What follows belongs to an exercise in optimizing a design on an open flow for small area, a short achievable clock period and few clock cycles per item; a production flow would make more cautious choices.
At most, simulation tests tie the RTL to the original design; equivalence was not proved.
Function not checked in run 8: the RTL went through the layout flow alone.
No activity file was given, so power comes from the tool's default toggle rates.

==> design.v <==
`timescale 1ns / 1ps
module huffmandecode(
clk,
huffrst,
code,
hufftable,
symaddr,
symdata,
huffdata,
hufflength,
hufffinish
    );
input clk,huffrst;
input[15:0] code;
input[8*16-1:0] hufftable;
output reg[7:0] symaddr;    
input[7:0] symdata;         
output reg[7:0] huffdata;
output [7:0] hufflength;
output reg hufffinish;
reg [7:0] g;         
reg [7:0] ca;        
reg [1:0] w;         
reg [3:0] n;         
reg       h;         
reg       one;       
reg       hs;        
reg       fix;       
reg [4:0] hl;        
assign hufflength = {3'b000, hl};
wire [7:0] c1   = hufftable[7:0];
wire [7:0] c2   = hufftable[15:8];
wire       b1   = code[15];
wire       b2   = code[14];
wire       hit1 = (c1[7:1] != 7'd0) | (c1[0] & ~b1);
wire       g1   = b1 & ~c1[0];                            
wire       big  = (c1[7:1] != 7'd0) | (c2[7:2] != 6'd0);
wire [1:0] a2   = c1[0] ? {b2, ~b2} : {b1, b2};           
function [5:0] first_entry(input [5:0] x);
    reg [2:0] c, b, g, s, a;
    reg       h1, h2;
    begin
        c = {1'b0, x[4:3]};           
        b = x[2:0];                   
        h1 = x[5] & ~b[2];            
        g = {2'b00, b[2] & ~x[5]};    
        g = {g[1:0], b[1]};           
        h2 = c > g;
        g = g - c;                    
        s = {2'b00, x[5]} + c;        
        a = s + {g[1:0], b[0]};       
        if (h1)      first_entry = {3'd0, b[2], 2'd0};
        else if (h2) first_entry = {2'd0, x[5] ? {b[1], ~b[1]} : b[2:1], 2'd0};
        else         first_entry = {1'b0, a, g[1:0]};
    end
endfunction
function [64*6-1:0] first_table(input dummy);
    integer i;
    begin
        for (i = 0; i < 64; i = i + 1) first_table[6*i +: 6] = first_entry(i[5:0]);
    end
endfunction
localparam [64*6-1:0] FIRST = first_table(1'b0);
wire [5:0] first = FIRST[6*{c1[0], c2[1:0], code[15:13]} +: 6];
wire [3:0] a0   = first[5:2];
wire [1:0] g2   = first[1:0];
wire       short = fix | hs;                        
wire [9:0] gn   = {1'b0, g, w[1]} - {2'b00, ca};    
wire       hit  = gn[9];                            
wire       dead = ~gn[9] & gn[8];                   
wire       nf   = ~short & ~h & ~hit & (dead | n == 4'd13);   
wire [14:0] sel = 15'd1 << n;                      
wire [7:0] grp [0:4];                               
wire [4:0] grpb;
genvar gi;
generate for (gi = 0; gi < 5; gi = gi + 1) begin : fg
    assign grp[gi] = (hufftable[8*(3*gi+3) +: 8] & {8{sel[3*gi]}})
                   | (hufftable[8*(3*gi+4) +: 8] & {8{sel[3*gi+1]}})
                   | (gi < 4 ? hufftable[8*(3*gi+5) +: 8] & {8{sel[3*gi+2]}} : 8'd0);
    assign grpb[gi] = (code[11-3*gi] & sel[3*gi])
                    | (gi < 4 ? code[10-3*gi] & sel[3*gi+1] : 1'b0)
                    | (gi < 4 ? code[9-3*gi] & sel[3*gi+2] : 1'b0);
end endgenerate
wire [7:0] fetch_c = grp[0] | grp[1] | grp[2] | grp[3] | grp[4];    
wire       fetch_b = |grpb;                                           
always @(posedge clk) begin
    one   <= hit1;
    hs    <= (c1[0] & ~b1) | (c2[1:0] > {g1, b2});
    fix   <= big;
    if (~huffrst) begin
        g  <= {6'd0, g2};
        symaddr <= {4'd0, a0};
        ca <= hufftable[23:16];
        w  <= code[13:12];
    end else begin
        g  <= gn[7:0];
        symaddr <= fix & (n == 4'd0) ? {6'd0, one ? {1'b0, b1} : a2} : symaddr + gn[7:0] + {7'd0, w[0]};
        ca <= fetch_c;
        w  <= {w[0], fetch_b};
    end
    if (~hufffinish) begin
        huffdata <= h ? symdata : 8'hff;
        hl <= ~h ? 5'd0 : one ? 5'd1 : short ? 5'd2 : {1'b0, n} + 5'd2;
    end
end
always @(posedge clk or negedge huffrst) begin
    if (~huffrst) begin
        hufffinish <= 1'b0;
        h <= 1'b0;
        n <= 4'd0;
    end else begin
        if (h | nf)
            hufffinish <= 1'b1;
        h <= short ? ~fix | (n == 4'd1) : hit;
        n <= n + 4'd1;
    end
end
endmodule
==> flow/run.sh <==
#!/bin/bash
# The standard layout (standard.sh) with three changes: synthesis maps with
# ABC on flow/abc.script (flow/synth.tcl), the ports get plain buf_1 buffers,
# and repair_timing aims below the clock period (setup margin).
set -euo pipefail
W=$(pwd)
export BUFFER_PORTS_ARGS="-buffer_cell sky130_fd_sc_hd__buf_1"
export SETUP_SLACK_MARGIN=7.0
export FLOW_ABC_SCRIPT=$W/flow/abc.script
sed "s#SYNTH_SCRIPT=[^ ]*#SYNTH_SCRIPT=$W/flow/synth.tcl#" standard.sh > synth_step.sh
bash synth_step.sh synth > synth.log 2>&1
bash standard.sh > standard.log 2>&1
==> flow/abc.script <==
strash
dch -f
amap
strash
dch -f
amap
topo
stime -c
buffer -c
upsize -c
dnsize -c
==> flow/synth.tcl <==
# The standard flow's synthesis script (synth_recipe.tcl), with ABC run on flow/abc.script
# (area-oriented mapping) instead of ORFS's speed or area script.
proc synth {args} { yosys synth -nofsm -noshare {*}$args }
proc abc {args} {
  set i [lsearch -exact $args -script]
  if {$i >= 0} { lset args [expr {$i + 1}] $::env(FLOW_ABC_SCRIPT) }
  yosys abc {*}$args
}
source $::env(SCRIPTS_DIR)/synth.tcl
# left out here: clear keep_hierarchy, flatten, clean up, hide names made inside functions, write 1_2_yosys.v
==> standard.sh <==
#!/bin/bash
# synth_recipe.tcl (not shown) runs the flow's synth.tcl, then flattens the netlist and writes it again
# the make line also repeats each setting of config.mk as NAME=value (left out here)
make -C /OpenROAD-flow-scripts/flow DESIGN_CONFIG=/design/flow/config.mk WORK_HOME=/design/flow/orfs CLKGATE_MAP_FILE= SYNTH_SCRIPT=/design/flow/synth_recipe.tcl "${@:-finish}"
==> config.mk <==
export PLATFORM = sky130hd
export DESIGN_NAME = huffmandecode
export DESIGN_NICKNAME = huffmandecode
export VERILOG_FILES = /design/flow/design.v
export SDC_FILE = /design/flow/constraint.sdc
export NUM_CORES = 8
export LEC_CHECK = 0
export CAP_MARGIN = 20
export CORE_MARGIN = 2
export CORE_UTILIZATION = 40
export SLEW_MARGIN = 20
export TNS_END_PERCENT = 5
==> constraint.sdc <==
create_clock -name core_clock -period 11.0 [get_ports {clk}]
set_input_delay 2.2000 -clock core_clock [delete_from_list [all_inputs] [get_ports {clk}]]
set_output_delay 2.2000 -clock core_clock [all_outputs]
set_load 0.01 [all_outputs]
==> reports/metrics.csv, run 1 <==
metric,value,unit
irDropWorstVdd,0.0603,mV
part_of_the_cycle_the_worst_path_needs,0.316,
clkSlewWorstSetupHoldPaths,0.09,ns
die_x,94.2,µm
synth-edff-count,13,
grt.total_usage,0.242,
clock_skew,0.00739,ns
cts_hold_buffers,0,
ys.flop_type,sky130_fd_sc_hd__dfxtp_1,
category_of_the_most_critical_setup_path,in -> reg,
largest_net_degree_at_the_start_of_global_routing,28,
antenna_cells_inserted,0,
die_h,94.2,µm
clock_tree.buffer_depth,2,
final_layout_fill_cell_count,815,
power_per_cell_area,109,nW/µm²
route.detailed.vias_per_inst,5.43,
cts_tree,built,
area_delta_synth_final,24.0,%
drt-initial-drc-count,287,
total_number_of_nets_in_the_final_design,736,
clock-sinks,48,
rows,32,
run_status,timing/DRC/antenna clean,
num_vias,3565,
layout.cells.most_common,sky130_fd_sc_hd__buf_1,
layout_min_cycle_time,3.47,ns
layout-drive-gt1-share,0.0451,
number_of_top_level_pins,179,
asyncSetResetFlopFracSynth,0.125,
multiInputGateArea,1860,µm²
finalSetupViolCount,0,
cts_inserted_buffers,5,
critPathCaptureType,flop,
worstPathArrival,3.66,ns
grt_overflow,0,
postSynthRegisterBits,48,
wire_per_inst,16.3,µm
synth_area,3250,µm²
syn_area_per_cell,8.41,µm²
cts_resizes,0,
synthesis_warning_total,3,
total_power,442,µW
p_leak,1.64,nW
final-max-slew-violation-count,0,
grt_antenna_before_repair,0,
postCtsSetupRepairBufs,0,
dr.pass1.iters,7,
hold_path_class,reg -> reg,
cp-start-kind,primary input,
worst-r2r-setup-slack,8.27,ns
relSlewSlack,0.534,
tightestPinTransition,0.694,ns
routed_wl,10700,µm
fin_setup_tns,0,ns
synth.distinct_cells,52,
drc,0,
ff_latch_area,1120,µm²
floorplan.initialDensity,0.417,
cts_root_buffer,sky130_fd_sc_hd__clkbuf_8,
gpl.final_weighted_congestion,0.949,
port_buffers,175,
synth_cells,387,
grt_setup_unrepaired,no,
drv_cap,0,
place_hpwl,8850,µm
core_area,7810,µm²
final_antenna_violating_net_count,0,
critPathMaxFanout,27,
critical_path_required,11.19,ns
clk_latency,0.30,ns
synth_seq_area_share,0.345,
first_pass_grt_wire_length,16700,µm
fin_util,0.517,
dieArea,8870,µm²
grt_pass1_vias,3499,
fmax,0.288,GHz
hold_viol_final,0,
cts.htree.levels,2,
layout_common_cells,"sky130_fd_sc_hd__buf_1 (175), sky130_fd_sc_hd__inv_1 (41), sky130_fd_sc_hd__nor2_1 (41)",
==> synth_stat cells, types with 3 or more instances <==
cell type / number / area share
sky130_fd_sc_hd__a22oi_1: 3 / 0.0069
sky130_fd_sc_hd__and3_1: 11 / 0.021
sky130_fd_sc_hd__nor2_1: 41 / 0.047
sky130_fd_sc_hd__dfxtp_1: 29 / 0.18
sky130_fd_sc_hd__inv_1: 41 / 0.047
sky130_fd_sc_hd__a221oi_1: 9 / 0.024
sky130_fd_sc_hd__nand2_1: 30 / 0.035
sky130_fd_sc_hd__o21a_1: 3 / 0.0069
sky130_fd_sc_hd__nand3_1: 7 / 0.011
sky130_fd_sc_hd__ha_1: 26 / 0.10
sky130_fd_sc_hd__o21ai_0: 23 / 0.035
sky130_fd_sc_hd__clkbuf_1: 11 / 0.013
sky130_fd_sc_hd__a21oi_1: 21 / 0.032
sky130_fd_sc_hd__fa_1: 3 / 0.018
sky130_fd_sc_hd__o22ai_1: 3 / 0.0058
sky130_fd_sc_hd__a31oi_1: 4 / 0.0077
sky130_fd_sc_hd__o32ai_1: 3 / 0.0081
sky130_fd_sc_hd__a211oi_1: 4 / 0.0092
sky130_fd_sc_hd__a222oi_1: 24 / 0.074
sky130_fd_sc_hd__nor2b_1: 7 / 0.013
sky130_fd_sc_hd__clkinv_1: 3 / 0.0035
sky130_fd_sc_hd__nand4_1: 7 / 0.013
sky130_fd_sc_hd__buf_4: 3 / 0.0069
sky130_fd_sc_hd__nor3_1: 4 / 0.0062
sky130_fd_sc_hd__buf_2: 3 / 0.0046
sky130_fd_sc_hd__or2_2: 12 / 0.023
sky130_fd_sc_hd__edfxtp_1: 13 / 0.12
sky130_fd_sc_hd__a22o_1: 3 / 0.0081
sky130_fd_sc_hd__dfrtp_1: 6 / 0.046
==> kinds of logic (layout without fill, tap and decap cells) <==
kind of cell	after synthesis	count (layout)	synth area share
other cells	1	3	0.00115
flops	48	48	0.345
compound gates	116	116	0.261
simple gates	127	127	0.188
buf+inv	66	231	0.0862
fa+ha+maj	29	29	0.118
==> through the flow <==
stage | std cells | area [µm²] | hold slack (ns) | setup WS [ns]
final | 656 | 4030 | 0.514 | 7.53
after global routing | 656 | 4030 | 0.546 | 7.35
after CTS | 656 | 4030 | 0.514 | 7.50
after detailed placement | 648 | 3950 | 0.498 | 7.19
after global placement | 648 | 3950 | 0.495 | 7.28
after floorplan | 389 | 3260 | 0.427 | 7.58
==> power breakdown <==
| group | internal (mW) | total, mW | switching, mW |
|---|---|---|---|
| Clock | 0.0432 | 0.0992 | 0.0560 |
| Combinational | 0.0626 | 0.145 | 0.0823 |
| Sequential | 0.193 | 0.198 | 0.00448 |
==> path summary, 6_finish.rpt <==
path / startpoint / endpoint / cells after the start
setup reg to reg: w[1] / symaddr[7] / 14
max in group asynchronous: huffrst / n[0] / 2
hold / removal: w[0] / w[1] / 2
setup / recovery: huffrst / ca[2] / 4
hold reg to reg: w[0] / w[1] / 2
min in group asynchronous: huffrst / hufffinish / 2
==> worst max-delay path, cell delays in order <==
cell and delay, ns:
sky130_fd_sc_hd__buf_1 0.08, sky130_fd_sc_hd__buf_4 0.21, sky130_fd_sc_hd__clkinv_1 0.59, sky130_fd_sc_hd__o32a_1 0.56
==> flip-flops by register name (all words and copies together) (netlist names) <==
name	flops
hufffinish	1
symaddr	8
hs	1
w	2
ca	8
one	1
h	1
huffdata	8
hl	5
n	4
fix	1
g	8
==> layout make-up <==
type                    count  area share
well taps                 102      0.0316
multi-input cells         275       0.461
inverters                  47      0.0444
clock buffers               5      0.0171
clock inverters             3     0.00341
flip-flops and latches     48       0.278
repair buffers            176       0.165
==> per-layer routing <==
| metal | routed length (µm) | up-vias | global-route usage | share of wire |
|---|---|---|---|---|
| met1 | 4860 | 1627 | 0.326 | 0.45 |
| met2 | 4800 | 161 | 0.393 | 0.45 |
| met5 | 0 | - | 0 | 0 |
| met4 | 172 | 0 | 0.0640 | 0.016 |
| met3 | 855 | 17 | 0.0522 | 0.080 |
| li1 | - | 1760 | - | - |
Testbench counts, summed over its fixed seeds: cycles 9,412, items 2,048.
==> inputs of run 2 (changes only) <==
--- a/flow/run.sh
+++ b/flow/run.sh
@@ -5,7 +5,7 @@
 set -euo pipefail
 W=$(pwd)
 export BUFFER_PORTS_ARGS="-buffer_cell sky130_fd_sc_hd__buf_1"
-export SETUP_SLACK_MARGIN=7.0
+export SETUP_SLACK_MARGIN=7.4
 export FLOW_ABC_SCRIPT=$W/flow/abc.script
 sed "s#SYNTH_SCRIPT=[^ ]*#SYNTH_SCRIPT=$W/flow/synth.tcl#" standard.sh > synth_step.sh
 bash synth_step.sh synth > synth.log 2>&1
==> run 2 against run 1 <==
Against the previous run: still clean on timing, DRC and antenna; power hardly changed; core utilization hardly changed; synthesized area stayed put; sequential power hardly changed; count of clock-buffer cells in the layout stayed put; clock power hardly changed; flip-flop and latch count stayed put; clock skew is 0.00096 ns lower; register-to-register slack hardly changed; critical path depth is 4 higher; critical endpoint is now symaddr[1]; largest power group unchanged.
==> reports/metrics.csv, run 2 <==
metric,value,unit
layout_min_cycle_time,3.39,ns
first_pass_grt_wire_length,16700,µm
category_of_the_most_critical_setup_path,in -> reg,
grt.total_usage,0.242,
hp-start,w[0],
num_vias,3595,
postSynthRegisterBits,48,
synthesis_warning_total,3,
grt_pass1_vias,3499,
drv_cap,0,
synth_area,3250,µm²
synth-edff-count,13,
ys_top_cells_by_area,"sky130_fd_sc_hd__dfxtp_1 (18%), sky130_fd_sc_hd__edfxtp_1 (12%), sky130_fd_sc_hd__ha_1 (10%), sky130_fd_sc_hd__a222oi_1 (7.4%), sky130_fd_sc_hd__inv_1 (4.7%)",
wl_met2,4840,µm
layout_common_cells,"sky130_fd_sc_hd__buf_1 (175), sky130_fd_sc_hd__inv_1 (41), sky130_fd_sc_hd__nor2_1 (41)",
final-max-slew-violation-count,0,
power_per_cell_area,109,nW/µm²
core_area,7810,µm²
hold_path_class,reg -> reg,
number_of_top_level_pins,179,
cp-start-kind,primary input,
worst-r2r-setup-slack,8.28,ns
floorplan.initialDensity,0.417,
synth.distinct_cells,52,
drt-met1-wl,4820,µm
gpl.final_weighted_congestion,0.949,
p_leak,1.64,nW
drc,0,
asyncSetResetFlopFracSynth,0.125,
timing.rr.end,symaddr[7],
port_buffers,175,
startpoint,code[14],
critPathCaptureType,flop,
clock-sinks,48,
synth_commonest_cells,"sky130_fd_sc_hd__inv_1 (41), sky130_fd_sc_hd__nor2_1 (41), sky130_fd_sc_hd__nand2_1 (30)",
timing.final.ws_setup,7.61,ns
critPathMaxFanout,11,
grt_setup_unrepaired,no,
crit_path_cell_trace,"buf_1, inv_1, ha_1, nand2_1, nor2_1, a31oi_1, a21oi_1, a31o_2",
total_number_of_nets_in_the_final_design,736,
relSlewSlack,0.633,
synth_cells,387,
rr_worst_depth,14,
ys.flop_type,sky130_fd_sc_hd__dfxtp_1,
dr.pass1.iters,8,
clock_tree.buffer_depth,2,
finalHoldWorstSlack,0.514,ns
layout.cells.most_common,sky130_fd_sc_hd__buf_1,
grt_antenna_before_repair,0,
area_delta_synth_final,24.1,%
place_hpwl,8850,µm
finish.instance_area,4040,µm²
run_status,timing/DRC/antenna clean,
cts_tree,built,
clock_skew,0.00643,ns
slowest_delay,0.35,ns
largest_net_degree_at_the_start_of_global_routing,28,
cts_root_buffer,sky130_fd_sc_hd__clkbuf_8,
clkSlewWorstSetupHoldPaths,0.08,ns
fmax,0.295,GHz
grt_overflow,0,
finalSetupViolCount,0,
cts_inserted_buffers,5,
dieArea,8870,µm²
routed_wl,10700,µm
rows,32,
dr.max_layer_used,met4,
place_area,3950,µm²
irDropWorstVdd,0.0605,mV
route.detailed.vias_per_inst,5.48,
final_antenna_violating_net_count,0,
syn_area_per_cell,8.41,µm²
cts.htree.levels,2,
crit_family,buffers and inverters,
antenna_cells_inserted,0,
synth_largest_area_cell,sky130_fd_sc_hd__dfxtp_1,
clk_latency,0.30,ns
met3RoutedLength,906,µm
cp_num_cells,8,
tightestPinTransition,0.550,ns
die_x,94.2,µm
fin_setup_tns,0,ns
layout-drive-gt1-share,0.0469,
worst-path-buf-inv,2,
die_h,94.2,µm
critical-path-slowest-cell,sky130_fd_sc_hd__buf_1,
synth_top_area_share,0.178,
drt-initial-drc-count,283,
min_to,w[1],
hold_depth,2,
wire_per_inst,16.4,µm
hold_viol_final,0,
timing.rr.start,w[1],
synth_seq_area_share,0.345,
dp_slack,7.19,ns
part_of_the_cycle_the_worst_path_needs,0.308,
worstPathArrival,3.58,ns
cts_hold_buffers,0,
critical_path_required,11.19,ns
## run 2: cell counts after synthesis
No cell type changed its count.
## run 2: cells by family (layout without fill, tap and decap cells)
kind of cell / Yosys count / in the layout / synth area share
buffers and inverters: 66 / 231 / 0.0862
adder cells (fa/ha/maj): 29 / 29 / 0.118
other: 1 / 3 / 0.00115
AO/OA/AOI/OAI: 116 / 116 / 0.261
AND/OR/NAND/NOR: 127 / 127 / 0.188
flip-flops: 48 / 48 / 0.345
## run 2: final cells by class
type	count	area [µm²]
clock buffers	5	68.8
fillers	813	3770
flip-flops and latches	48	1120
multi-input cells	275	1860
repair buffers	176	664
well taps	102	128
inverters	47	183
clock inverters	3	13.8
## run 2: worst reg2reg max path, cell delays in order, from the launching register on
cell	delay [ns]
sky130_fd_sc_hd__dfxtp_1	0.30
sky130_fd_sc_hd__inv_1	0.05
sky130_fd_sc_hd__ha_1	0.15
sky130_fd_sc_hd__inv_1	0.05
sky130_fd_sc_hd__fa_1	0.40
sky130_fd_sc_hd__a21oi_1	0.14
sky130_fd_sc_hd__o21ai_0	0.13
sky130_fd_sc_hd__a31oi_1	0.29
sky130_fd_sc_hd__o21ai_0	0.16
sky130_fd_sc_hd__ha_1	0.35
sky130_fd_sc_hd__nand2_1	0.06
sky130_fd_sc_hd__o21ai_0	0.28
sky130_fd_sc_hd__nor2_1	0.09
sky130_fd_sc_hd__a21oi_1	0.13
sky130_fd_sc_hd__nor2_1	0.05
## run 2: worst max-delay path by stage
stage,endpoint
4_1_cts,ca[2]
5_1_grt,symaddr[0]
3_5_place_dp,ca[2]
6_report,symaddr[1]
2_1_floorplan,symaddr[1]
3_3_place_gp,ca[2]
## run 2: per-layer routing
metal	up-vias	track usage
li1	1760	-
met1	1646	0.326
met2	170	0.393
met3	19	0.0522
met4	0	0.0640
met5	-	0
## run 2: repair_timing
item                       in CTS  in global routing
setup endpoints to repair       0                  2
buffers inserted                0                  0
gates resized for setup         0                  1
## run 2: stage by stage
stage / cells / power, mW / util
6_report: 656 / 0.442 / 0.517
3_5_place_dp: 648 / 0.346 / 0.506
3_3_place_gp: 648 / 0.342 / 0.506
2_1_floorplan: 389 / 0.300 / -
5_1_grt: 656 / 0.477 / 0.517
4_1_cts: 656 / 0.446 / 0.517
## run 2: report_power, final
group | switching, mW | internal (mW) | leakage, nW
Sequential | 0.00448 | 0.193 | 0.432
Combinational | 0.0825 | 0.0626 | 1.16
Clock | 0.0562 | 0.0432 | 0.0453
==> inputs of run 3 (changes only) <==
--- a/flow/run.sh
+++ b/flow/run.sh
@@ -5,7 +5,7 @@
 set -euo pipefail
 W=$(pwd)
 export BUFFER_PORTS_ARGS="-buffer_cell sky130_fd_sc_hd__buf_1"
-export SETUP_SLACK_MARGIN=7.4
+export SETUP_SLACK_MARGIN=7.6
 export FLOW_ABC_SCRIPT=$W/flow/abc.script
 sed "s#SYNTH_SCRIPT=[^ ]*#SYNTH_SCRIPT=$W/flow/synth.tcl#" standard.sh > synth_step.sh
 bash synth_step.sh synth > synth.log 2>&1
==> run 3 against run 2 <==
Against the previous run: core utilization barely moved; die area did not move; maximum frequency rose by 6.1%; largest power group unchanged.
==> reports/metrics.csv, run 3 <==
metric,value,unit
grt_setup_unrepaired,no,
first_pass_grt_wire_length,16800,µm
ys.flop_type,sky130_fd_sc_hd__dfxtp_1,
synth-edff-count,13,
irDropWorstVdd,0.0566,mV
area_delta_synth_final,24.1,%
hold_path_class,reg -> reg,
grt.total_usage,0.244,
fin_setup_tns,0,ns
die_h,94.2,µm
p_leak,1.65,nW
critPathMaxFanout,8,
relSlewSlack,0.617,
tightestPinTransition,0.575,ns
postSynthRegisterBits,48,
largest_net_degree_at_the_start_of_global_routing,28,
layout_min_cycle_time,3.20,ns
slowest_delay,0.27,ns
dr.pass1.iters,7,
run_status,timing/DRC/antenna clean,
worst-path-buf-inv,2,
part_of_the_cycle_the_worst_path_needs,0.291,
total_number_of_nets_in_the_final_design,735,
cts_tree,built,
dieArea,8870,µm²
finalSetupViolCount,0,
synth_seq_area_share,0.345,
number_of_top_level_pins,179,
port_buffers,175,
clk_latency,0.31,ns
cts_inserted_buffers,5,
hold_viol_final,0,
timing.final.ws_setup,7.80,ns
antenna_cells_inserted,0,
cts_hold_buffers,0,
clock_skew,0.00433,ns
layout_common_cells,"sky130_fd_sc_hd__buf_1 (172), sky130_fd_sc_hd__inv_1 (41), sky130_fd_sc_hd__nor2_1 (41)",
asyncSetResetFlopFracSynth,0.125,
critical-path-slowest-cell,sky130_fd_sc_hd__buf_1,
routed_wl,10700,µm
final-max-slew-violation-count,0,
synth.distinct_cells,52,
place_hpwl,8600,µm
fmax,0.313,GHz
drc,0,
grt_pass1_vias,3417,
worstPathArrival,3.40,ns
clock_tree.buffer_depth,2,
num_vias,3596,
clock-sinks,48,
syn_area_per_cell,8.41,µm²
drv_cap,0,
layout.cells.most_common,sky130_fd_sc_hd__buf_1,
crit_path_cell_trace,"buf_1, inv_1, a22oi_1, nor2_1, o21ai_0, a21oi_1, a31o_2",
cts.htree.levels,2,
critical_path_required,11.21,ns
grt_overflow,0,
clkSlewWorstSetupHoldPaths,0.09,ns
cp-start-kind,primary input,
synth_largest_area_cell,sky130_fd_sc_hd__dfxtp_1,
power_per_cell_area,110,nW/µm²
route.detailed.vias_per_inst,5.49,
critPathCaptureType,flop,
synthesis_warning_total,3,
synth_commonest_cells,"sky130_fd_sc_hd__inv_1 (41), sky130_fd_sc_hd__nor2_1 (41), sky130_fd_sc_hd__nand2_1 (30)",
gpl.final_weighted_congestion,0.951,
grt_antenna_before_repair,0,
final_layout_fill_cell_count,812,
dp_slack,6.75,ns
synth_top_area_share,0.178,
die_x,94.2,µm
postCtsSetupRepairBufs,0,
synth_area,3250,µm²
synth_cells,387,
final_antenna_violating_net_count,0,
crit_family,compound AO/OA/AOI/OAI gates,
cts_root_buffer,sky130_fd_sc_hd__clkbuf_8,
wire_per_inst,16.3,µm
core_area,7810,µm²
rows,32,
layout-drive-gt1-share,0.0524,
drt-initial-drc-count,228,
floorplan.initialDensity,0.417,
category_of_the_most_critical_setup_path,in -> reg,
ys_top_cells_by_area,"sky130_fd_sc_hd__dfxtp_1 (18%), sky130_fd_sc_hd__edfxtp_1 (12%), sky130_fd_sc_hd__ha_1 (10%), sky130_fd_sc_hd__a222oi_1 (7.4%), sky130_fd_sc_hd__inv_1 (4.7%)",
[run 3: cell types whose count changed in the layout (fill, tap and decap cells not counted), sizes merged]
cell and change:
clkinvlp -1, clkinv +1, buf -3, clkbuf +2
[run 3: final timing paths]
kind                                    from         end  slack [ns]  depth (start not counted)
worst max-delay path            hufftable[0]  symaddr[1]        7.80                          7
worst min-delay path                     fix           h        0.51                          1
worst max register to register         ca[0]  symaddr[7]        8.33                         13
worst min register to register           fix           h        0.51                          1
max in group asynchronous            huffrst        n[2]        8.99                          1
min in group asynchronous            huffrst  hufffinish        1.77                          1
[run 3: per-stage QoR]
step	cell area, µm²	hold WS (ns)	util	power [mW]	instances
floorplan	3260	0.427	-	0.300	389
global placement	3940	0.485	0.505	0.342	647
detailed placement	3940	0.490	0.505	0.344	647
CTS	4030	0.504	0.517	0.450	655
global route	4040	0.516	0.517	0.480	655
finish	4040	0.510	0.517	0.446	655
[run 3: metal layers]
metal / GRT usage / wire, µm / vias to the layer above
met3: 0.0698 / 1080 / 14
met4: 0.0483 / 134 / 0
met5: 0 / 0 / -
li1: - / - / 1765
met2: 0.390 / 4730 / 190
met1: 0.330 / 4710 / 1627
[run 3: final cells by class]
type,instances,area (µm²),area share
sequential,48,1120,0.278
clock buffer,5,68.8,0.0170
inverter,47,180,0.0446
clock inverter,3,18.8,0.00465
multi-input combinational,275,1860,0.461
timing repair buffer,175,661,0.164
tap,102,128,0.0316
[run 3: cell families after synthesis]
group,Yosys count,share of synthesized area
AND/OR/NAND/NOR,127,0.188
AO/OA/AOI/OAI,116,0.261
buffers and inverters,66,0.0862
flip-flops,48,0.345
adder cells (fa/ha/maj),29,0.118
other,1,0.00115
[run 3: what timing repair did]
| item | CTS | global route |
|---|---|---|
| setup endpoints to repair | 20 | 2 |
| resized for setup | 2 | 2 |
| pin swaps | 0 | 0 |
[run 3: power by group]
part,switching [mW],leakage [nW],internal (mW)
clock network,0.0610,0.0479,0.0444
logic,0.0803,1.17,0.0623
registers,0.00447,0.432,0.193
total,0.146,1.65,0.300
[run 3: worst reg2reg max path, stage by stage (launching register included)]
cell and delay, ns:
sky130_fd_sc_hd__dfxtp_1 0.34, sky130_fd_sc_hd__ha_1 0.16, sky130_fd_sc_hd__inv_1 0.05, sky130_fd_sc_hd__fa_1 0.41, sky130_fd_sc_hd__a21oi_1 0.15, sky130_fd_sc_hd__o21ai_0 0.13
sky130_fd_sc_hd__a31oi_1 0.29, sky130_fd_sc_hd__o21ai_0 0.16, sky130_fd_sc_hd__ha_1 0.35, sky130_fd_sc_hd__nand2_1 0.05, sky130_fd_sc_hd__o21ai_0 0.23, sky130_fd_sc_hd__nor2_1 0.08
sky130_fd_sc_hd__a21oi_1 0.12, sky130_fd_sc_hd__nor2_1 0.05
==> inputs of run 4 (changes only) <==
--- a/flow/run.sh
+++ b/flow/run.sh
@@ -5,7 +5,7 @@
 set -euo pipefail
 W=$(pwd)
 export BUFFER_PORTS_ARGS="-buffer_cell sky130_fd_sc_hd__buf_1"
-export SETUP_SLACK_MARGIN=7.6
+export SETUP_SLACK_MARGIN=0
 export FLOW_ABC_SCRIPT=$W/flow/abc.script
 sed "s#SYNTH_SCRIPT=[^ ]*#SYNTH_SCRIPT=$W/flow/synth.tcl#" standard.sh > synth_step.sh
 bash synth_step.sh synth > synth.log 2>&1
--- a/config.mk
+++ b/config.mk
@@ -9,4 +9,3 @@
 export CORE_MARGIN = 2
 export CORE_UTILIZATION = 40
 export SLEW_MARGIN = 20
-export TNS_END_PERCENT = 5
==> run 4 against run 3 <==
Against the previous run: global-route usage shrank 0.22 points; combinational power barely moved; worst setup slack got worse by 0.28 ns; first-iteration DRC count increased by 26%; sequential share of layout area is essentially flat; count of clock-buffer cells in the layout is the same; register-to-register slack got worse by 0.06 ns; largest power group unchanged.
==> reports/metrics.csv, run 4 <==
metric,value,unit
port_buffers,175,
grt_overflow,0,
routed_wl,10700,µm
timing.final.ws_setup,7.53,ns
cts_hold_buffers,0,
category_of_the_most_critical_setup_path,in -> reg,
synth-edff-count,13,
worst-r2r-setup-slack,8.27,ns
postSynthRegisterBits,48,
synth_cells,387,
post_synthesis_simple_gate_area_fraction,0.188,
timing.rr.start,w[1],
wire_per_inst,16.3,µm
grt_antenna_before_repair,0,
fin_util,0.517,
total_number_of_nets_in_the_final_design,736,
dieArea,8870,µm²
dp_slack,7.19,ns
fin_setup_tns,0,ns
cp-start-kind,primary input,
place_hpwl,8850,µm
ff_latch_area,1120,µm²
clock_tree.buffer_depth,2,
p_leak,1.64,nW
power_per_cell_area,109,nW/µm²
synthesis_warning_total,3,
layout_common_cells,"sky130_fd_sc_hd__buf_1 (175), sky130_fd_sc_hd__inv_1 (41), sky130_fd_sc_hd__nor2_1 (41)",
synth_commonest_cells,"sky130_fd_sc_hd__inv_1 (41), sky130_fd_sc_hd__nor2_1 (41), sky130_fd_sc_hd__nand2_1 (30)",
hold_depth,2,
rows,32,
layout_min_cycle_time,3.47,ns
cts_resizes,0,
final_antenna_violating_net_count,0,
grt.total_usage,0.242,
synth_top_area_share,0.178,
clock-sinks,48,
ys_top_cells_by_area,"sky130_fd_sc_hd__dfxtp_1 (18%), sky130_fd_sc_hd__edfxtp_1 (12%), sky130_fd_sc_hd__ha_1 (10%), sky130_fd_sc_hd__a222oi_1 (7.4%), sky130_fd_sc_hd__inv_1 (4.7%)",
drc,0,
clock_skew,0.00739,ns
share_of_the_synthesized_netlist_area_taken_by_xor_and_xnor_gates,0,
final-max-slew-violation-count,0,
postCtsSetupRepairBufs,0,
area_delta_synth_final,24.0,%
synth_seq_area_share,0.345,
multiplexer_area_fraction_after_synthesis,0,
hold_path_class,reg -> reg,
finalSetupViolCount,0,
drt-initial-drc-count,287,
critPathCaptureType,flop,
clkSlewWorstSetupHoldPaths,0.09,ns
fmax,0.288,GHz
place_area,3950,µm²
clk_latency,0.30,ns
multiInputGateArea,1860,µm²
cts_tree,built,
synth-compound-area-share,0.261,
finish.instance_area,4030,µm²
total_power,442,µW
hold_viol_final,0,
dr.pass1.iters,7,
irDropWorstVdd,0.0603,mV
layout-drive-gt1-share,0.0451,
part_of_the_cycle_the_worst_path_needs,0.316,
critical_path_required,11.19,ns
synth_largest_area_cell,sky130_fd_sc_hd__dfxtp_1,
drv_cap,0,
min_to,w[1],
grt_pass1_vias,3499,
critPathMaxFanout,27,
dp_cells,648,
gpl.final_weighted_congestion,0.949,
antenna_cells_inserted,0,
run_status,timing/DRC/antenna clean,
floorplan.initialDensity,0.417,
num_vias,3565,
die_h,94.2,µm
synth.distinct_cells,52,
ys.flop_type,sky130_fd_sc_hd__dfxtp_1,
synth_top_family_by_area,compound AO/OA/AOI/OAI gates,
rr_worst_depth,14,
tightestPinTransition,0.694,ns
route.detailed.vias_per_inst,5.43,
timing.rr.end,symaddr[7],
cts_root_buffer,sky130_fd_sc_hd__clkbuf_8,
largest_net_degree_at_the_start_of_global_routing,28,
layout.cells.non_filler,656,
grt_setup_unrepaired,no,
final_layout_fill_cell_count,815,
relSlewSlack,0.534,
asyncSetResetFlopFracSynth,0.125,
number_of_top_level_pins,179,
die_x,94.2,µm
first_pass_grt_wire_length,16700,µm
synth_area,3250,µm²
core_area,7810,µm²
hp-start,w[0],
yosys.area_share.adder,0.118,
syn_area_per_cell,8.41,µm²
finalHoldWorstSlack,0.514,ns
cts_inserted_buffers,5,
layout.cells.most_common,sky130_fd_sc_hd__buf_1,
worstPathArrival,3.66,ns
cts.htree.levels,2,
==> run 4: cell counts after synthesis <==
No cell type changed its count.
==> run 4: worst max path at each step <==
stage,from,end,slack (ns),cells after the start
after detailed placement,huffrst,ca[2],7.19,4
after floorplan,code[14],symaddr[1],7.58,8
after CTS,huffrst,ca[2],7.50,4
final,huffrst,ca[2],7.53,4
after global placement,huffrst,ca[2],7.28,4
after global routing,huffrst,ca[2],7.35,4
==> run 4: power by group <==
part	switching [mW]	leakage [nW]	internal, mW	total (mW)
logic	0.0823	1.16	0.0626	0.145
clock network	0.0560	0.0453	0.0432	0.0992
registers	0.00448	0.432	0.193	0.198
total	0.143	1.64	0.299	0.442
==> run 4: cells by family (layout without fill, tap and decap cells) <==
group,count (synthesis),after routing
AOI/OAI and AO/OA,116,116
buffers and inverters,66,231
adders and majority gates,29,29
DFF,48,48
and+or+nand+nor,127,127
other,1,3
==> run 4: layout make-up <==
| class | count | area share |
|---|---|---|
| clock buffer | 5 | 0.0171 |
| clock inverter | 3 | 0.00341 |
| inverter | 47 | 0.0444 |
| multi-input combinational | 275 | 0.461 |
| sequential | 48 | 0.278 |
| tap | 102 | 0.0316 |
| timing repair buffer | 176 | 0.165 |
==> run 4: critical path: stages <==
cell	delay, ns
sky130_fd_sc_hd__buf_1	0.08
sky130_fd_sc_hd__buf_4	0.21
sky130_fd_sc_hd__clkinv_1	0.59
sky130_fd_sc_hd__o32a_1	0.56
==> run 4: metal layers <==
layer  up-vias  track usage  wire length, µm
met5         -            0                0
met4         0       0.0640              172
met3        17       0.0522              855
met2       161        0.393             4800
met1      1627        0.326             4860
li1       1760            -                -
==> inputs of run 5 (changes only) <==
--- a/flow/run.sh
+++ b/flow/run.sh
@@ -5,7 +5,7 @@
 set -euo pipefail
 W=$(pwd)
 export BUFFER_PORTS_ARGS="-buffer_cell sky130_fd_sc_hd__buf_1"
-export SETUP_SLACK_MARGIN=0
+export SETUP_SLACK_MARGIN=7.7
 export FLOW_ABC_SCRIPT=$W/flow/abc.script
 sed "s#SYNTH_SCRIPT=[^ ]*#SYNTH_SCRIPT=$W/flow/synth.tcl#" standard.sh > synth_step.sh
 bash synth_step.sh synth > synth.log 2>&1
==> flow/abc.script (replaced) <==
strash
dch -f
amap
topo
stime -c
--- a/config.mk
+++ b/config.mk
@@ -9,3 +9,4 @@
 export CORE_MARGIN = 2
 export CORE_UTILIZATION = 40
 export SLEW_MARGIN = 20
+export TNS_END_PERCENT = 5
==> run 5 against run 4 <==
Against the previous run: core utilization increased by 1.3 points; register-to-register slack worse by 0.31 ns; non-clock buffer count is 3 higher; clock skew increased by 0.0028 ns; critical path type unchanged; critical endpoint is now symaddr[0].
==> reports/metrics.csv, run 5 <==
metric,value,unit
run_status,timing/DRC/antenna clean,
wire_per_inst,16.3,µm
place_hpwl,8840,µm
route.detailed.vias_per_inst,5.52,
die_h,93.2,µm
drt-initial-drc-count,465,
number_of_top_level_pins,179,
largest_net_degree_at_the_start_of_global_routing,29,
cts_tree,built,
rr_worst_depth,17,
fin_setup_tns,0,ns
floorplan.initialDensity,0.412,
part_of_the_cycle_the_worst_path_needs,0.301,
clock_skew,0.0102,ns
startpoint,code[13],
timing.final.ws_setup,7.69,ns
ys.flop_type,sky130_fd_sc_hd__dfxtp_1,
total_number_of_nets_in_the_final_design,744,
core_area,7730,µm²
layout.cells.most_common,sky130_fd_sc_hd__buf_1,
finalSetupViolCount,0,
area_delta_synth_final,28.6,%
synth-edff-count,13,
grt_overflow,0,
synth_commonest_cells,"sky130_fd_sc_hd__clkinv_1 (49), sky130_fd_sc_hd__nor2_1 (46), sky130_fd_sc_hd__a21oi_1 (30)",
irDropWorstVdd,0.0610,mV
dr.pass1.iters,5,
clock_tree.buffer_depth,2,
dieArea,8690,µm²
asyncSetResetFlopFracSynth,0.125,
power_per_cell_area,113,nW/µm²
critPathCaptureType,flop,
cp-start-kind,primary input,
gpl.final_weighted_congestion,0.988,
fmax,0.302,GHz
clkSlewWorstSetupHoldPaths,0.09,ns
cts_root_buffer,sky130_fd_sc_hd__clkbuf_8,
clock-sinks,48,
syn_area_per_cell,8.47,µm²
synth_largest_area_cell,sky130_fd_sc_hd__dfxtp_1,
dp_cells,656,
timing.rr.start,ca[0],
hold_viol_final,0,
hold_path_class,reg -> reg,
dp_slack,7.11,ns
routed_wl,10800,µm
p_leak,1.51,nW
cts_hold_buffers,0,
finalHoldWorstSlack,0.470,ns
finish.instance_area,4090,µm²
grt_setup_unrepaired,yes,
port_buffers,175,
synthesis_warning_total,3,
final-max-slew-violation-count,0,
place_area,3990,µm²
cts_inserted_buffers,5,
grt.total_usage,0.249,
layout_min_cycle_time,3.31,ns
die_x,93.2,µm
worst-r2r-setup-slack,7.96,ns
synth_most_common_cell,sky130_fd_sc_hd__clkinv_1,
synth_top_area_share,0.182,
synth.distinct_cells,40,
rows,32,
first_pass_grt_wire_length,17100,µm
layout.cells.non_filler,665,
relSlewSlack,0.452,
final_layout_fill_cell_count,816,
grt_antenna_before_repair,1,
final_antenna_violating_net_count,0,
worstPathArrival,3.48,ns
layout-drive-gt1-share,0.0320,
layout_common_cells,"sky130_fd_sc_hd__buf_1 (173), sky130_fd_sc_hd__clkinv_1 (46), sky130_fd_sc_hd__nor2_1 (46)",
cts.htree.levels,2,
ys_top_cells_by_area,"sky130_fd_sc_hd__dfxtp_1 (18%), sky130_fd_sc_hd__edfxtp_1 (12%), sky130_fd_sc_hd__ha_1 (10%), sky130_fd_sc_hd__a222oi_1 (8.2%), sky130_fd_sc_hd__clkinv_1 (5.8%)",
postSynthRegisterBits,48,
drc,0,
drv_cap,0,
clk_latency,0.30,ns
crit_end,symaddr[0],
num_vias,3672,
synth_area,3180,µm²
timing.rr.end,symaddr[7],
category_of_the_most_critical_setup_path,in -> reg,
synth_cells,376,
tightestPinTransition,0.821,ns
critical_path_required,11.17,ns
synth_seq_area_share,0.352,
grt_pass1_vias,3694,
critPathMaxFanout,6,
fin_util,0.530,
total_power,462,µW
## run 5: cell count changes after synthesis, moves of 5 or more
cell,previous run,this run
sky130_fd_sc_hd__inv_1,41,0
sky130_fd_sc_hd__nor2_1,41,46
sky130_fd_sc_hd__a21oi_1,21,30
sky130_fd_sc_hd__nand2_1,30,20
sky130_fd_sc_hd__clkbuf_1,11,0
sky130_fd_sc_hd__or2_2,12,0
sky130_fd_sc_hd__o21ai_0,23,18
sky130_fd_sc_hd__or2_0,0,9
sky130_fd_sc_hd__clkinv_1,3,49
## run 5: timing repair
action / 4_1_cts / 5_1_grt
endpoints found under the hold margin: 0 / 0
resized for setup: 2 / 4
setup endpoints to repair: 8 / 22
setup buffers: 0 / 0
## run 5: worst max-delay path: stages
cell                       delay, ns
sky130_fd_sc_hd__buf_1          0.12
sky130_fd_sc_hd__clkinv_2       0.13
sky130_fd_sc_hd__ha_2           0.21
sky130_fd_sc_hd__a21oi_1        0.14
sky130_fd_sc_hd__o21ai_1        0.09
sky130_fd_sc_hd__o21a_1         0.12
sky130_fd_sc_hd__a222oi_1       0.36
sky130_fd_sc_hd__o22ai_1        0.11
## run 5: logic make-up after synthesis
logic type | Yosys count | share of synthesized area
xor gates and xnor gates | 1 | 0.00275
buffers and inverters | 52 | 0.0649
adders and majority gates | 29 | 0.121
DFF | 48 | 0.352
AOI/OAI and AO/OA | 115 | 0.259
other | 1 | 0.00118
and+or+nand+nor | 130 | 0.199
## run 5: layout make-up
cell class,instances,area (µm²),area share
repair buffers,179,689,0.168
well taps,102,128,0.0312
clock inverters,1,8.76,0.00214
inverters,49,190,0.0465
diodes,1,2.50,0.000611
clock buffers,7,76.3,0.0186
flip-flops and latches,48,1120,0.274
multi-input cells,278,1880,0.459
## run 5: report_power, final
| part | total, mW | switching [mW] | internal [mW] |
|---|---|---|---|
| Combinational | 0.162 | 0.0940 | 0.0675 |
| Clock | 0.102 | 0.0566 | 0.0455 |
| Sequential | 0.198 | 0.00520 | 0.193 |
## run 5: worst min path at each step
stage                     endpoint  startpoint  cells after the start
after floorplan                  h         fix                      1
after global placement           h         fix                      1
after detailed placement      w[1]        w[0]                      2
after CTS                        h         fix                      1
after global routing             h         fix                      1
final                            h         fix                      1
## run 5: metal layers
| metal | global-route usage | up-vias | wire length, µm |
|---|---|---|---|
| met4 | 0.0490 | 0 | 106 |
| li1 | - | 1806 | - |
| met1 | 0.335 | 1682 | 4750 |
| met2 | 0.417 | 175 | 5020 |
| met5 | 0 | - | 0 |
| met3 | 0.0524 | 9 | 946 |
==> inputs of run 6 (changes only) <==
--- a/flow/run.sh
+++ b/flow/run.sh
@@ -5,7 +5,7 @@
 set -euo pipefail
 W=$(pwd)
 export BUFFER_PORTS_ARGS="-buffer_cell sky130_fd_sc_hd__buf_1"
-export SETUP_SLACK_MARGIN=7.7
+export SETUP_SLACK_MARGIN=7.9
 export FLOW_ABC_SCRIPT=$W/flow/abc.script
 sed "s#SYNTH_SCRIPT=[^ ]*#SYNTH_SCRIPT=$W/flow/synth.tcl#" standard.sh > synth_step.sh
 bash synth_step.sh synth > synth.log 2>&1
==> run 6 against run 5 <==
Against the previous run: still clean; wire length grew 0.36%; non-clock buffer count decreased by 1; maximum frequency grew 3.2%; clock skew decreased by 0.0051 ns; via count grew 0.30%; critical endpoint unchanged; largest power group unchanged; highest routed layer unchanged.
==> reports/metrics.csv, run 6 <==
metric,value,unit
fin_setup_tns,0,ns
final-max-slew-violation-count,0,
clock_tree.buffer_depth,2,
timing.rr.end,symaddr[7],
first_pass_grt_wire_length,17500,µm
final_antenna_violating_net_count,0,
hold_path_class,reg -> reg,
cts_tree,built,
antenna_cells_inserted,0,
synth.distinct_cells,40,
drt-initial-drc-count,419,
syn_area_per_cell,8.47,µm²
asyncSetResetFlopFracSynth,0.125,
grt_pass1_vias,3624,
port_buffers,175,
dp_cells,655,
total_power,475,µW
number_of_top_level_pins,179,
power_per_cell_area,113,nW/µm²
layout_common_cells,"sky130_fd_sc_hd__buf_1 (171), sky130_fd_sc_hd__clkinv_1 (46), sky130_fd_sc_hd__nor2_1 (44)",
synth_commonest_cells,"sky130_fd_sc_hd__clkinv_1 (49), sky130_fd_sc_hd__nor2_1 (46), sky130_fd_sc_hd__a21oi_1 (30)",
cp-start-kind,primary input,
dieArea,8690,µm²
cts_inserted_buffers,5,
worstPathArrival,3.38,ns
layout-drive-gt1-share,0.0588,
cts.htree.levels,2,
place_hpwl,8560,µm
wire_per_inst,16.4,µm
finish.instance_area,4210,µm²
clk_latency,0.30,ns
layout.cells.non_filler,663,
ys_top_cells_by_area,"sky130_fd_sc_hd__dfxtp_1 (18%), sky130_fd_sc_hd__edfxtp_1 (12%), sky130_fd_sc_hd__ha_1 (10%), sky130_fd_sc_hd__a222oi_1 (8.2%), sky130_fd_sc_hd__clkinv_1 (5.8%)",
hold_depth,1,
cts_hold_buffers,0,
largest_net_degree_at_the_start_of_global_routing,29,
final_layout_fill_cell_count,783,
route.detailed.vias_per_inst,5.56,
critical_path_required,11.18,ns
gr-usage-met1,0.339,
timing.final.ws_setup,7.80,ns
synth_largest_area_cell,sky130_fd_sc_hd__dfxtp_1,
drc,0,
num_vias,3683,
globalRouteMet3Util,0.0395,
p_leak,1.53,nW
floorplan.initialDensity,0.412,
rows,32,
synth_cells,376,
synth-edff-count,13,
fmax,0.312,GHz
postSynthRegisterBits,48,
dp_slack,7.18,ns
synth_seq_area_share,0.352,
finalSetupViolCount,0,
clock_skew,0.00509,ns
clkSlewWorstSetupHoldPaths,0.09,ns
critPathMaxFanout,6,
synth_area,3180,µm²
irDropWorstVdd,0.0622,mV
ys.flop_type,sky130_fd_sc_hd__dfxtp_1,
relSlewSlack,0.452,
core_area,7730,µm²
grt_util_met2,0.426,
grt_overflow,0,
hp-start,fix,
timing.rr.start,ca[0],
drv_cap,0,
total_number_of_nets_in_the_final_design,743,
part_of_the_cycle_the_worst_path_needs,0.291,
min_to,h,
category_of_the_most_critical_setup_path,in -> reg,
die_x,93.2,µm
gr-max-usage-layer,met2,
area_delta_synth_final,32.3,%
synth_top_area_share,0.182,
hold_viol_final,0,
synth_most_common_cell,sky130_fd_sc_hd__clkinv_1,
layout_min_cycle_time,3.20,ns
rr_worst_depth,17,
layout.cells.most_common,sky130_fd_sc_hd__buf_1,
grt.total_usage,0.254,
clock-sinks,48,
tightestPinTransition,0.821,ns
synthesis_warning_total,3,
grt_setup_unrepaired,yes,
die_h,93.2,µm
run_status,timing/DRC/antenna clean,
worst-r2r-setup-slack,8.05,ns
postCtsSetupRepairBufs,0,
gpl.final_weighted_congestion,0.971,
critPathCaptureType,flop,
cts_root_buffer,sky130_fd_sc_hd__clkbuf_8,
dr.pass1.iters,6,
place_area,4040,µm²
routed_wl,10900,µm
grt_antenna_before_repair,0,
## run 6: cell count changes in the layout (fill, tap and decap cells not counted), moves of 2 or more
cell,delta
sky130_fd_sc_hd__a21oi_1,-4
sky130_fd_sc_hd__a21oi_2,+3
sky130_fd_sc_hd__ha_4,+3
sky130_fd_sc_hd__buf_1,-2
sky130_fd_sc_hd__ha_1,-2
sky130_fd_sc_hd__nor2_1,-2
sky130_fd_sc_hd__nor2_2,+2
## run 6: what timing repair did
item,in CTS,in global routing
endpoints found under the setup margin,22,10
endpoints found under the hold margin,0,0
gates resized for setup,3,22
pin swaps,0,5
## run 6: stage by stage
step / utilization / hold slack [ns]
final: 0.545 / 0.494
after global routing: 0.545 / 0.517
after floorplan: - / 0.415
after detailed placement: 0.523 / 0.493
after CTS: 0.534 / 0.497
after global placement: 0.523 / 0.472
## run 6: power by group
group | leakage [nW] | internal, mW | switching [mW] | total, mW
clock | 0.0388 | 0.0442 | 0.0577 | 0.102
combinational | 1.06 | 0.0740 | 0.100 | 0.174
sequential | 0.432 | 0.193 | 0.00527 | 0.198
total | 1.53 | 0.311 | 0.163 | 0.475
## run 6: layout make-up
cell class | count | area [µm²] | area share
clock buffer | 6 | 72.6 | 0.0172
tap | 102 | 128 | 0.0303
timing repair buffer | 178 | 691 | 0.164
clock inverter | 2 | 11.3 | 0.00267
multi-input combinational | 278 | 1970 | 0.469
sequential | 48 | 1120 | 0.266
inverter | 49 | 215 | 0.0511
## run 6: cell families (layout without fill, tap and decap cells)
group                    Yosys count  count (layout)  share of synthesized area
other                              1               3                    0.00118
buffers and inverters             52             235                     0.0649
AO/OA/AOI/OAI                    115             115                      0.259
XOR/XNOR                           1               1                    0.00275
AND/OR/NAND/NOR                  130             130                      0.199
adder cells (fa/ha/maj)           29              29                      0.121
flip-flops                        48              48                      0.352
## run 6: how the worst max path moves through the flow
stage	startpoint	depth (start not counted)	to	slack (ns)
3_3_place_gp	code[13]	8	symaddr[0]	7.21
4_1_cts	ca[0]	16	symaddr[7]	7.65
5_1_grt	code[13]	8	symaddr[0]	7.72
6_report	code[13]	8	symaddr[0]	7.80
3_5_place_dp	code[13]	8	symaddr[0]	7.18
2_1_floorplan	code[13]	7	symaddr[0]	7.81
## run 6: critical path, stage by stage
cell	delay, ns
sky130_fd_sc_hd__buf_6	0.12
sky130_fd_sc_hd__clkinv_16	0.07
sky130_fd_sc_hd__ha_4	0.16
sky130_fd_sc_hd__a21oi_4	0.11
sky130_fd_sc_hd__o21ai_2	0.07
sky130_fd_sc_hd__o21a_1	0.10
sky130_fd_sc_hd__a222oi_1	0.42
sky130_fd_sc_hd__o22ai_1	0.12
## run 6: routing by layer
metal / up-vias / part of all wire
met5: - / 0
met4: 0 / 0.022
met3: 22 / 0.091
met2: 186 / 0.47
met1: 1674 / 0.42
li1: 1801 / -
==> inputs of run 7 (changes only) <==
--- a/flow/run.sh
+++ b/flow/run.sh
@@ -5,7 +5,7 @@
 set -euo pipefail
 W=$(pwd)
 export BUFFER_PORTS_ARGS="-buffer_cell sky130_fd_sc_hd__buf_1"
-export SETUP_SLACK_MARGIN=7.9
+export SETUP_SLACK_MARGIN=7.7
 export FLOW_ABC_SCRIPT=$W/flow/abc.script
 sed "s#SYNTH_SCRIPT=[^ ]*#SYNTH_SCRIPT=$W/flow/synth.tcl#" standard.sh > synth_step.sh
 bash synth_step.sh synth > synth.log 2>&1
==> flow/abc.script (replaced) <==
strash
dch -f
amap
strash
dch -f
amap
topo
stime -c
buffer -c
upsize -c
dnsize -c
==> run 7 against run 6 <==
Against the previous run: global-route usage decreased by 1.1 points; worst setup slack improved by 0.023 ns; synthesized cell count increased by 2.9%.
==> reports/metrics.csv, run 7 <==
metric,value,unit
cts_root_buffer,sky130_fd_sc_hd__clkbuf_8,
synth_top_area_share,0.178,
run_status,timing/DRC/antenna clean,
layout_common_cells,"sky130_fd_sc_hd__buf_1 (171), sky130_fd_sc_hd__inv_1 (41), sky130_fd_sc_hd__nor2_1 (41)",
p_leak,1.65,nW
layout-drive-gt1-share,0.0542,
dr.pass1.iters,5,
irDropWorstVdd,0.0552,mV
rr_worst_depth,15,
synth-edff-count,13,
synth.distinct_cells,52,
die_h,94.2,µm
synthesis_warning_total,3,
core_area,7810,µm²
synth_commonest_cells,"sky130_fd_sc_hd__inv_1 (41), sky130_fd_sc_hd__nor2_1 (41), sky130_fd_sc_hd__nand2_1 (30)",
cp-start-kind,primary input,
gpl.final_weighted_congestion,0.919,
clock-sinks,48,
relSlewSlack,0.622,
cts.htree.levels,2,
synth_cells,387,
layout_min_cycle_time,3.18,ns
num_vias,3582,
synth_largest_area_cell,sky130_fd_sc_hd__dfxtp_1,
rows,32,
asyncSetResetFlopFracSynth,0.125,
grt_setup_unrepaired,yes,
synth-compound-area-share,0.261,
worstPathArrival,3.38,ns
timing.rr.end,symaddr[7],
critical_path_required,11.20,ns
yosys.area_share.adder,0.118,
grt.total_usage,0.243,
layout.cells.most_common,sky130_fd_sc_hd__buf_1,
multiplexer_area_fraction_after_synthesis,0,
hold_path_class,reg -> reg,
synth_seq_area_share,0.345,
routed_wl,10700,µm
tightestPinTransition,0.568,ns
port_buffers,175,
cts_inserted_buffers,5,
die_x,94.2,µm
place_hpwl,8650,µm
total_power,446,µW
clkSlewWorstSetupHoldPaths,0.09,ns
final_layout_fill_cell_count,794,
number_of_top_level_pins,179,
share_of_the_synthesized_netlist_area_taken_by_xor_and_xnor_gates,0,
critPathMaxFanout,11,
cts_tree,built,
drc,0,
category_of_the_most_critical_setup_path,in -> reg,
cts_hold_buffers,0,
hold_depth,2,
largest_net_degree_at_the_start_of_global_routing,28,
synth_top_family_by_area,compound AO/OA/AOI/OAI gates,
clock_tree.buffer_depth,2,
grt_antenna_before_repair,1,
syn_area_per_cell,8.41,µm²
critPathCaptureType,flop,
fmax,0.314,GHz
area_delta_synth_final,24.3,%
final_antenna_violating_net_count,0,
clock_skew,0.00769,ns
dieArea,8870,µm²
post_synthesis_simple_gate_area_fraction,0.188,
postSynthRegisterBits,48,
ys_top_cells_by_area,"sky130_fd_sc_hd__dfxtp_1 (18%), sky130_fd_sc_hd__edfxtp_1 (12%), sky130_fd_sc_hd__ha_1 (10%), sky130_fd_sc_hd__a222oi_1 (7.4%), sky130_fd_sc_hd__inv_1 (4.7%)",
route.detailed.vias_per_inst,5.46,
first_pass_grt_wire_length,16800,µm
grt_pass1_vias,3516,
power_per_cell_area,110,nW/µm²
hold_viol_final,0,
drt-initial-drc-count,282,
hp-start,w[0],
floorplan.initialDensity,0.417,
part_of_the_cycle_the_worst_path_needs,0.289,
timing.rr.start,ca[2],
finalSetupViolCount,0,
drv_cap,0,
fin_setup_tns,0,ns
ys.flop_type,sky130_fd_sc_hd__dfxtp_1,
total_number_of_nets_in_the_final_design,735,
clk_latency,0.30,ns
synth_area,3250,µm²
worst-r2r-setup-slack,8.28,ns
final-max-slew-violation-count,0,
wire_per_inst,16.3,µm
min_to,w[1],
grt_overflow,0,
run 7: final cells by class:
cell class,instances,area (µm²),area share
diodes,1,2.50,0.000619
clock buffers,5,68.8,0.0170
clock inverters,3,17.5,0.00433
inverters,47,180,0.0446
multi-input cells,275,1860,0.461
flip-flops and latches,48,1120,0.277
well taps,102,128,0.0316
repair buffers,175,662,0.164
run 7: worst max-delay path by stage:
stage                 endpoint  startpoint  cells after the start  slack [ns]
finish              symaddr[1]    code[14]                      8        7.82
global route        symaddr[0]    code[13]                      9        7.66
CTS                 symaddr[1]    code[14]                      8        7.62
detailed placement       ca[2]     huffrst                      3        6.71
global placement         ca[2]     huffrst                      3        6.77
floorplan           symaddr[1]    code[14]                      8        7.71
run 7: layer usage:
layer | share of wire | GRT usage | up-vias
met4 | 0.013 | 0.0568 | 0
li1 | - | - | 1762
met1 | 0.45 | 0.325 | 1621
met3 | 0.091 | 0.0562 | 20
met2 | 0.45 | 0.398 | 179
met5 | 0 | 0 | -
run 7: kinds of logic after synthesis:
logic type	count (synthesis)
and+or+nand+nor	127
AOI/OAI and AO/OA	116
buffers and inverters	66
DFF	48
adders and majority gates	29
other	1
run 7: timing repair:
item                       in CTS  in global routing
setup buffers                   0                  0
resized for setup               2                  4
setup endpoints to repair      20                  3
run 7: where the power goes:
part | total (mW) | leakage, nW | switching (mW) | internal [mW]
combinational | 0.143 | 1.17 | 0.0807 | 0.0624
clock | 0.106 | 0.0460 | 0.0612 | 0.0445
sequential | 0.198 | 0.432 | 0.00446 | 0.193
run 7: critical path: stages:
cell and delay, ns:
sky130_fd_sc_hd__clkbuf_2 0.21, sky130_fd_sc_hd__inv_1 0.10, sky130_fd_sc_hd__ha_1 0.28, sky130_fd_sc_hd__nand2_1 0.09, sky130_fd_sc_hd__nor2_1 0.04, sky130_fd_sc_hd__a31oi_1 0.13
sky130_fd_sc_hd__a21oi_1 0.09, sky130_fd_sc_hd__a31o_2 0.24
run 7: per-stage QoR:
step	cells	setup slack [ns]	hold slack [ns]	util	area, µm²
floorplan	389	7.71	0.427	-	3270
detailed placement	647	6.71	0.488	0.505	3940
global route	655	7.66	0.550	0.518	4040
CTS	655	7.62	0.511	0.517	4030
global placement	647	6.77	0.483	0.505	3940
finish	656	7.82	0.511	0.518	4040
==> inputs of run 8 (changes only) <==
--- a/design.v
+++ b/design.v
@@ -69,17 +69,18 @@
 wire       hit  = gn[9];                            
 wire       dead = ~gn[9] & gn[8];                   
 wire       nf   = ~short & ~h & ~hit & (dead | n == 4'd13);   
-wire [14:0] sel = 15'd1 << n;                      
+wire [14:0] sel = {~huffrst, {14{huffrst}} & (14'd1 << n)};
 wire [7:0] grp [0:4];                               
 wire [4:0] grpb;
 genvar gi;
 generate for (gi = 0; gi < 5; gi = gi + 1) begin : fg
     assign grp[gi] = (hufftable[8*(3*gi+3) +: 8] & {8{sel[3*gi]}})
                    | (hufftable[8*(3*gi+4) +: 8] & {8{sel[3*gi+1]}})
-                   | (gi < 4 ? hufftable[8*(3*gi+5) +: 8] & {8{sel[3*gi+2]}} : 8'd0);
+                   | (gi < 4 ? hufftable[8*(3*gi+5) +: 8] & {8{sel[3*gi+2]}}
+                             : hufftable[8*2 +: 8] & {8{sel[14]}});
     assign grpb[gi] = (code[11-3*gi] & sel[3*gi])
                     | (gi < 4 ? code[10-3*gi] & sel[3*gi+1] : 1'b0)
-                    | (gi < 4 ? code[9-3*gi] & sel[3*gi+2] : 1'b0);
+                    | (gi < 4 ? code[9-3*gi] & sel[3*gi+2] : code[12] & sel[14]);
 end endgenerate
 wire [7:0] fetch_c = grp[0] | grp[1] | grp[2] | grp[3] | grp[4];    
 wire       fetch_b = |grpb;                                           
@@ -87,16 +88,16 @@
     one   <= hit1;
     hs    <= (c1[0] & ~b1) | (c2[1:0] > {g1, b2});
     fix   <= big;
+    ca   <= fetch_c;
+    w[0] <= fetch_b;
     if (~huffrst) begin
         g  <= {6'd0, g2};
         symaddr <= {4'd0, a0};
-        ca <= hufftable[23:16];
-        w  <= code[13:12];
+        w[1] <= code[13];
     end else begin
         g  <= gn[7:0];
         symaddr <= fix & (n == 4'd0) ? {6'd0, one ? {1'b0, b1} : a2} : symaddr + gn[7:0] + {7'd0, w[0]};
-        ca <= fetch_c;
-        w  <= {w[0], fetch_b};
+        w[1] <= w[0];
     end
     if (~hufffinish) begin
         huffdata <= h ? symdata : 8'hff;
==> run 8 against run 7 <==
Against the previous run: final cell count fell by 0.46%; hold slack better by 0.0051 ns; clock skew is 0.0018 ns higher; highest routed layer unchanged.
==> reports/metrics.csv, run 8 <==
metric,value,unit
syn_area_per_cell,8.80,µm²
tightestPinTransition,0.746,ns
place_hpwl,8880,µm
timing.final.ws_setup,7.69,ns
fin_util,0.559,
crit_path_cell_trace,"buf_12, buf_12, clkinv_16, nor3_4, buf_12, a222oi_1, nand4_1, a221o_1",
total_number_of_nets_in_the_final_design,733,
dieArea,8850,µm²
path_common_cell,sky130_fd_sc_hd__buf_12,
finalSetupViolCount,0,
finalHoldWorstSlack,0.517,ns
ff_latch_area,1120,µm²
num_vias,3698,
total_power,491,µW
antenna_cells_inserted,0,
synth.distinct_cells,52,
clkPwrFrac,0.262,
final_antenna_violating_net_count,0,
dp_cells,635,
final_layout_fill_cell_count,764,
grt_overflow,0,
grt_setup_unrepaired,yes,
critPathCaptureType,flop,
layout.cells.most_common,sky130_fd_sc_hd__buf_1,
area_delta_synth_final,34.4,%
synth_top_area_share,0.179,
slowest_delay,0.35,ns
drv_cap,0,
clock_skew,0.00946,ns
place_area,4000,µm²
drc,0,
p_comb_frac,0.334,
synth_largest_area_cell,sky130_fd_sc_hd__dfxtp_1,
clock_tree.buffer_depth,2,
fin_setup_tns,0,ns
ys.flop_type,sky130_fd_sc_hd__dfxtp_1,
power_per_cell_area,112,nW/µm²
hold_path_class,reg -> reg,
number_of_top_level_pins,179,
final-max-slew-violation-count,0,
synth_commonest_cells,"sky130_fd_sc_hd__inv_1 (36), sky130_fd_sc_hd__nor2_1 (36), sky130_fd_sc_hd__dfxtp_1 (29)",
synthesis_warning_total,3,
power_switching_share,0.321,
fmax,0.302,GHz
die_h,94.1,µm
layout_common_cells,"sky130_fd_sc_hd__buf_1 (172), sky130_fd_sc_hd__nor2_1 (36), sky130_fd_sc_hd__inv_1 (34)",
clkSlewWorstSetupHoldPaths,0.09,ns
critPathMaxFanout,8,
drt-initial-drc-count,320,
routed_wl,11400,µm
layout-drive-gt1-share,0.107,
synth-edff-count,13,
critical_path_required,11.20,ns
route.detailed.vias_per_inst,5.66,
asyncSetResetFlopFracSynth,0.125,
share_seq_of_total_power,0.404,
cts_inserted_buffers,5,
grt_pass1_vias,3654,
cts.htree.levels,2,
grt.total_usage,0.242,
floorplan.initialDensity,0.416,
layout_min_cycle_time,3.31,ns
port_buffers,175,
cts_root_buffer,sky130_fd_sc_hd__clkbuf_8,
p_leak,1.70,nW
cts_hold_buffers,0,
rows,32,
first_pass_grt_wire_length,16700,µm
category_of_the_most_critical_setup_path,in -> reg,
grt_antenna_before_repair,0,
cp-start-kind,primary input,
die_x,94.1,µm
clk_latency,0.30,ns
clock-sinks,48,
run_status,timing/DRC/antenna clean,
gpl.final_weighted_congestion,0.919,
part_of_the_cycle_the_worst_path_needs,0.301,
critical-path-slowest-cell,sky130_fd_sc_hd__a222oi_1,
wire_per_inst,17.4,µm
core_area,7810,µm²
relSlewSlack,0.501,
p_int,333,µW
worstPathArrival,3.50,ns
dp_slack,6.92,ns
finish.instance_area,4360,µm²
synth_seq_area_share,0.345,
layout.cells.non_filler,653,
ys_top_cells_by_area,"sky130_fd_sc_hd__dfxtp_1 (18%), sky130_fd_sc_hd__edfxtp_1 (12%), sky130_fd_sc_hd__ha_1 (10%), sky130_fd_sc_hd__a222oi_1 (6.8%), sky130_fd_sc_hd__dfrtp_1 (4.6%)",
multiInputGateArea,1960,µm²
cts_tree,built,
synth_cells,369,
largest_net_degree_at_the_start_of_global_routing,31,
hold_viol_final,0,
postSynthRegisterBits,48,
dr.pass1.iters,5,
synth_area,3250,µm²
psw,158,µW
irDropWorstVdd,0.0604,mV
-- run 8: cell types whose count changed in the layout (fill, tap and decap cells not counted), moves of 8 or more --
cell,delta
sky130_fd_sc_hd__o21ai_0,-14
sky130_fd_sc_hd__and3_1,-10
sky130_fd_sc_hd__a32o_1,+9
sky130_fd_sc_hd__nand2_1,-9
sky130_fd_sc_hd__a221oi_1,-8
sky130_fd_sc_hd__inv_2,+8
-- run 8: repair_timing --
action                                  in CTS  in global routing
resized for setup                           10                 20
pin swaps                                    0                  4
hold endpoints to repair                     0                  0
setup buffers                                0                  6
endpoints found under the setup margin      11                 11
gates cloned                                 0                  4
-- run 8: power by group through the flow --
stage          clock, mW  combinational (mW)  sequential [mW]
4_1_cts            0.130               0.157            0.198
2_1_floorplan          0               0.109            0.201
3_5_place_dp           0               0.156            0.202
5_1_grt            0.139               0.188            0.199
3_3_place_gp           0               0.152            0.202
6_report           0.128               0.164            0.198
-- run 8: cell type report --
type	count	area share
Multi-Input combinational cell	264	0.448
Sequential cell	48	0.257
Timing Repair Buffer	185	0.193
Inverter	45	0.0447
Tap cell	102	0.0293
Clock buffer	5	0.0158
Clock inverter	3	0.00975
Timing Repair inverter	1	0.00258
-- run 8: worst max-delay path, delay by kind of cell --
family	cells	cell delay (ns)
buf+inv	4	0.48
simple gates	2	0.19
compound gates	2	0.63
-- run 8: cells by family after synthesis --
family | synth area share
xor+xnor | 0.00270
buf+inv | 0.0732
flops | 0.345
fa+ha+maj | 0.119
compound gates | 0.271
other cells | 0.00115
simple gates | 0.188
-- run 8: worst paths after layout --
check / to / cells past startpoint / slack [ns] / start
setup reg to reg: symaddr[7] / 17 / 8.16 / ca[0]
min in group asynchronous: h / 3 / 1.94 / huffrst
max in group asynchronous: hufffinish / 3 / 8.95 / huffrst
hold reg to reg: h / 2 / 0.52 / fix
hold / removal: h / 2 / 0.52 / fix
setup / recovery: ca[4] / 8 / 7.69 / huffrst
-- run 8: routing by layer --
layer | track usage | up-vias | routed length (µm)
li1 | - | 1757 | -
met1 | 0.282 | 1717 | 4360
met2 | 0.440 | 206 | 5910
met3 | 0.0377 | 18 | 869
met4 | 0.0954 | 0 | 244
met5 | 0 | - | 0

-- separate check: timing with driven ports --
No port has a modelled driver above. Below, the same layouts with a new extraction and two added sets of constraints. Step 1 (the two cells are an assumption about what drives the block):
set clk [get_ports {clk}]
set_driving_cell -lib_cell sky130_fd_sc_hd__clkbuf_16 $clk
set_driving_cell -lib_cell sky130_fd_sc_hd__buf_2 [delete_from_list [all_inputs] $clk]
Step 2 times the ports against the registers' clock, not the clock port: input delays grow and output delays shrink by t, the midpoint of the rising clock arrivals with the driver on. Slacks: ideal / step 1 / step 2; pairs: ideal / step 1.
| run | t (ns) | slack for setup (ns) | worst hold slack (ns) | clock arrival spread, ns |
|---|---|---|---|---|
| run 1 | 0.320 | 7.526 / 7.524 / 7.204 | 0.514 / 0.514 / 0.514 | 0.008 / 0.008 |
| run 2 | 0.320 | 7.608 / 7.612 / 7.292 | 0.514 / 0.514 / 0.514 | 0.006 / 0.006 |
| run 3 | 0.332 | 7.802 / 7.804 / 7.473 | 0.510 / 0.510 / 0.510 | 0.004 / 0.005 |
| run 4 | 0.320 | 7.526 / 7.524 / 7.204 | 0.514 / 0.514 / 0.514 | 0.008 / 0.008 |
| run 5 | 0.317 | 7.692 / 7.694 / 7.377 | 0.470 / 0.470 / 0.470 | 0.011 / 0.010 |
| run 6 | 0.324 | 7.796 / 7.784 / 7.460 | 0.494 / 0.494 / 0.494 | 0.005 / 0.005 |
| run 7 | 0.328 | 7.818 / 7.823 / 7.495 | 0.511 / 0.511 / 0.511 | 0.008 / 0.008 |
| run 8 | 0.330 | 7.694 / 7.681 / 7.351 | 0.517 / 0.517 / 0.517 | 0.009 / 0.010 |
After both steps every run listed still meets setup and hold. For run 8, which loses most, drivers alone change the setup slack by -0.013 ns; drivers and shift together by -0.343 ns.
